This is an optimization exercise on Yosys and OpenROAD, whose aim is small area and a short achievable clock period, not a production implementation.
At most, simulation tests tie the RTL to the original design; equivalence was not proved.
The clock port is modelled as an ideal driver, which makes a skipped or thinned clock tree look cheaper than it is; a real chip needs a root buffer or a tree.
Power figures rest on the tool's default switching activity, not on a simulated workload.

Setup of oak:
Design top_module, start of the top module:
module top_module(ip1,ip2,clk,rst,result);
    input [31:0]ip1;
    input [31:0]ip2;
    input clk;
    input rst;
    output reg [31:0]result;
    wire [31:0] a, b;
    reg         rst1;
    wire [24:0] v;
    wire [7:0]  ep1;
    wire        s;
    wire [31:0] r;
    flip_flop #(.W(32)) ff_a (.clk(clk), .d(ip1), .q(a));
    flip_flop #(.W(32)) ff_b (.clk(clk), .d(ip2), .q(b));
    always @(posedge clk) rst1 <= rst;
    fpu_align_add u1 (.a(a), .b(b), .v(v), .ep1(ep1), .s(s));
    reg  [24:0] v_q;
    reg  [7:0]  ep1_q;
    reg         s_q, kill_q, set_q;
    always @(posedge clk) begin
        v_q    <= v;
        ep1_q  <= ep1;
        s_q    <= s;
        kill_q <= rst | rst1;
        set_q  <= rst1 & ~rst;
    end
    fpu_normalise u2 (.v(v_q), .ep1(ep1_q), .s(s_q), .kill(kill_q), .set23(set_q), .r(r));
    always @(posedge clk) result <= r;
endmodule
Size: ~1200 cells after synthesis, about 130 flip-flops, roughly 98 I/O pins, about 8600 sq um of cells after synthesis.
Settings: LEC_CHECK=0, ABC_AREA=1, CAP_MARGIN=20, CORE_MARGIN=2, CORE_UTILIZATION=40, CTS_BUF_LIST=sky130_fd_sc_hd__clkbuf_8, SLEW_MARGIN=20; clock period 24.0 ns.
standard.sh (not shown) runs the stock make flow with config.mk's settings and CLKGATE_MAP_FILE= SYNTH_SCRIPT=/design/flow/synth_recipe.tcl, a recipe that flattens the netlist after the stock synthesis.
==> flow/flow/run.sh <==
#!/bin/bash
# Standard flow, with timing repair aimed at a 18.0 ns setup margin and
# plain buffers (instead of delay buffers) on the ports.
set -euo pipefail
bash standard.sh SETUP_SLACK_MARGIN=18.0 "BUFFER_PORTS_ARGS=-buffer_cell sky130_fd_sc_hd__buf_2" finish > standard.log 2>&1
oak | stages: all done | timing, DRC, antenna: all pass
Here is what was changed in the inputs of pine compared with oak.
Settings: CORE_UTILIZATION changed from 40 to 60; CTS_BUF_LIST removed (was sky130_fd_sc_hd__clkbuf_8).
==> flow/flow/run.sh <==
#!/bin/bash
# Standard flow with: timing repair aimed at a 18.0 ns setup margin, plain
# buffers on the ports, and a clock tree with fewer, larger clusters.
set -euo pipefail
F=$PWD/flow
bash standard.sh SETUP_SLACK_MARGIN=18.0 \
  "BUFFER_PORTS_ARGS=-inputs -buffer_cell sky130_fd_sc_hd__buf_1" POST_GLOBAL_PLACE_TCL=$F/post_gp.tcl \
  "CTS_ARGS=-sink_clustering_enable -repair_clock_nets -dont_use_dummy_load -buf_list sky130_fd_sc_hd__clkbuf_8 -sink_clustering_size 30 -sink_clustering_max_diameter 100" \
  finish > standard.log 2>&1
==> flow/flow/post_gp.tcl (new file) <==
# Output ports get buf_2 buffers (inputs got buf_1 through BUFFER_PORTS_ARGS).
buffer_ports -outputs -buffer_cell sky130_fd_sc_hd__buf_2
Findings:
Delta (pine minus oak): power went down 0.066 mW; measured slew at the worst slew-check pin increased 0.16 ns; layout overhead on the synthesized area now smaller.
#### Input delta (birch over pine)
Settings: swapping 60 for 40 in CORE_UTILIZATION.
==> flow/run.sh (new file) <==
#!/bin/bash
# synth_recipe.tcl (not shown) runs the flow's synth.tcl, then flattens the netlist and writes it again
# the make line also repeats each setting of config.mk as NAME=value (left out here)
make -C /OpenROAD-flow-scripts/flow DESIGN_CONFIG=/design/flow/config.mk WORK_HOME=/design/flow/orfs CLKGATE_MAP_FILE= SYNTH_SCRIPT=/design/flow/synth_recipe.tcl finish
removed: flow/flow/run.sh
removed: flow/flow/post_gp.tcl
removed: flow/standard.sh
### Flow results
Routed wire in birch totals more than in pine. Total of cells resized after clock tree synthesis on birch is down relative to pine. When birch is measured against pine, its synthesis-to-finish area growth turns out 12 points higher. For pine, the timing endpoint of the critical path was result[10], unlike birch, where it was v_q[24]. Register-to-register slack, pine and birch: lower on birch.
--- input diff birch..maple ---
==> flow/flow/run.sh (new file) <==
#!/bin/bash
# Standard flow, with timing repair aimed at a 18.0 ns setup margin and
# plain buffers (instead of delay buffers) on the ports.
set -euo pipefail
bash standard.sh SETUP_SLACK_MARGIN=18.0 "BUFFER_PORTS_ARGS=-buffer_cell sky130_fd_sc_hd__buf_2" finish > standard.log 2>&1
==> flow/standard.sh (new file) <==
#!/bin/bash
# synth_recipe.tcl (not shown) runs the flow's synth.tcl, then flattens the netlist and writes it again
# the make line also repeats each setting of config.mk as NAME=value (left out here)
make -C /OpenROAD-flow-scripts/flow DESIGN_CONFIG=/design/flow/config.mk WORK_HOME=/design/flow/orfs CLKGATE_MAP_FILE= SYNTH_SCRIPT=/design/flow/synth_recipe.tcl "${@:-finish}"
removed: flow/run.sh
Findings:
Looking at relative area change from synthesis to final layout across birch and maple, the one that comes out lower is maple.
[maple vs birch] via count of the first global-routing pass: lower in maple
maple against birch: slew at the pin closest to its max-slew limit went up; share of the final layout cell area in multi-input gates went up 2.8 points.
In maple relative to birch, power consumption had gone down by a few percent.
Function was not checked in any run of this note: the RTL went through the layout flow alone.

========
top_module, a different RTL version from the one above (not shown whole).
Size: ~1,200 cells after synthesis, roughly 130 flip-flops, ~98 I/O pins, roughly 8400 um2 of cells after synthesis.
clock: 24.0 ns
lec_check: 0
abc_area: 1
cap_margin: 20
core_margin: 2
core_utilization: 50
slew_margin: 20
==> flow/flow/run.sh <==
#!/bin/bash
# Standard flow (standard synthesis unchanged) with: timing repair aimed at
# a 18.3 ns setup margin, buf_1 on all ports,
# and a one-level clock tree (flow/pre_cts.tcl) instead of TritonCTS.
set -euo pipefail
F=$PWD/flow
bash standard.sh SETUP_SLACK_MARGIN=18.3 \
  "BUFFER_PORTS_ARGS=-inputs -buffer_cell sky130_fd_sc_hd__buf_1" \
  POST_GLOBAL_PLACE_TCL=$F/post_gp.tcl \
  PRE_CTS_TCL=$F/pre_cts.tcl \
  finish > standard.log 2>&1
Other scripts of this flow, unchanged in this note and not shown: flow/flow/manual_cts.tcl, flow/flow/post_gp.tcl, flow/flow/pre_cts.tcl
The first run completed with no timing, DRC or antenna violations.
Next try:
CORE_UTILIZATION = 70   (was 50)
Maximum frequency came out lower by 1.4%.
Global-route usage is higher by 6.9 points.
Cell count drops by about 5.4%.
Clock skew hardly moves.
Synthesized area stays the same.
Die area came out lower by 28%.
Next try:
==> flow/flow/run.sh (replaced) <==
#!/bin/bash
# Standard flow (standard synthesis unchanged) with: timing repair aimed at
# a 18.45 ns setup margin, buf_1 on all ports,
# and a one-level clock tree (flow/pre_cts.tcl) instead of TritonCTS.
set -euo pipefail
F=$PWD/flow
bash standard.sh SETUP_SLACK_MARGIN=18.45 \
  "BUFFER_PORTS_ARGS=-inputs -buffer_cell sky130_fd_sc_hd__buf_1" \
  POST_GLOBAL_PLACE_TCL=$F/post_gp.tcl \
  PRE_CTS_TCL=$F/pre_cts.tcl \
  finish > standard.log 2>&1
CORE_UTILIZATION = 60   (was 70)
What happened: Sequential power hardly moves. Total power falls by 0.62%. Routed wire length is about the same.
Next try:
==> flow/flow/run.sh (replaced) <==
#!/bin/bash
# Standard flow (standard synthesis unchanged) with: timing repair aimed at
# a 18.3 ns setup margin, buf_1 on all ports,
# and a one-level clock tree (flow/pre_cts.tcl) instead of TritonCTS.
set -euo pipefail
F=$PWD/flow
bash standard.sh SETUP_SLACK_MARGIN=18.3 \
  "BUFFER_PORTS_ARGS=-inputs -buffer_cell sky130_fd_sc_hd__buf_1" \
  POST_GLOBAL_PLACE_TCL=$F/post_gp.tcl \
  PRE_CTS_TCL=$F/pre_cts.tcl \
  finish > standard.log 2>&1
The new run produced a clean layout.
Sequential share of layout area grows by 0.12 points.
Synthesized area stays the same.
Setup slack loses 0.0033 ns.
Die area is unchanged.
Global-route usage stays flat.
Power barely changes.
Wire length shrinks by 0.74%.
No run of this note takes its clock network from TritonCTS; it comes from the design's own scripts or RTL.

port drivers added, routing unchanged:
No port has a modelled driver above. Below, the same layouts with a new extraction and two added sets of constraints.
Step 1 sets driving cells, clkbuf_16 on the clock port and buf_2 on the other inputs (assumed; they add their load-dependent delay and slew).
Step 2 adds t to the input delays and takes it off the output delays; t is the mean of the earliest and latest rising clock arrival at the registers after step 1. Input paths then give back, and output paths get back, about the clock's delay inside the block.
Three values: ideal, step 1, step 2; two values: the first two.
run	t, ns	setup slack, ns	hold WS [ns]	worst setup path at the end	worst slew at a driven data input, ns
oak	0.491	18.276 / 18.234 / 18.605	0.416 / 0.416 / 0.416	register to register	0.03
pine	0.466	18.298 / 18.259 / 18.519	0.428 / 0.428 / 0.428	register to register	0.03
birch	0.471	17.830 / 17.830 / 17.830	0.416 / 0.416 / 0.416	register to register	0.04
maple	0.470	18.314 / 18.268 / 18.614	0.414 / 0.414 / 0.414	register to register	0.03
the first run of note 2	0.272	18.555 / 18.456 / 18.680	0.424 / 0.424 / 0.424	register to register	0.03
the second run of note 2	0.268	18.476 / 18.438 / 18.476	0.430 / 0.430 / 0.430	register to register	0.03
the third run of note 2	0.270	18.543 / 18.444 / 18.699	0.434 / 0.434 / 0.434	input to register	0.03
the fourth run of note 2	0.272	18.540 / 18.439 / 18.666	0.431 / 0.431 / 0.431	register to register	0.03
After both steps setup and hold are still met in every run listed.
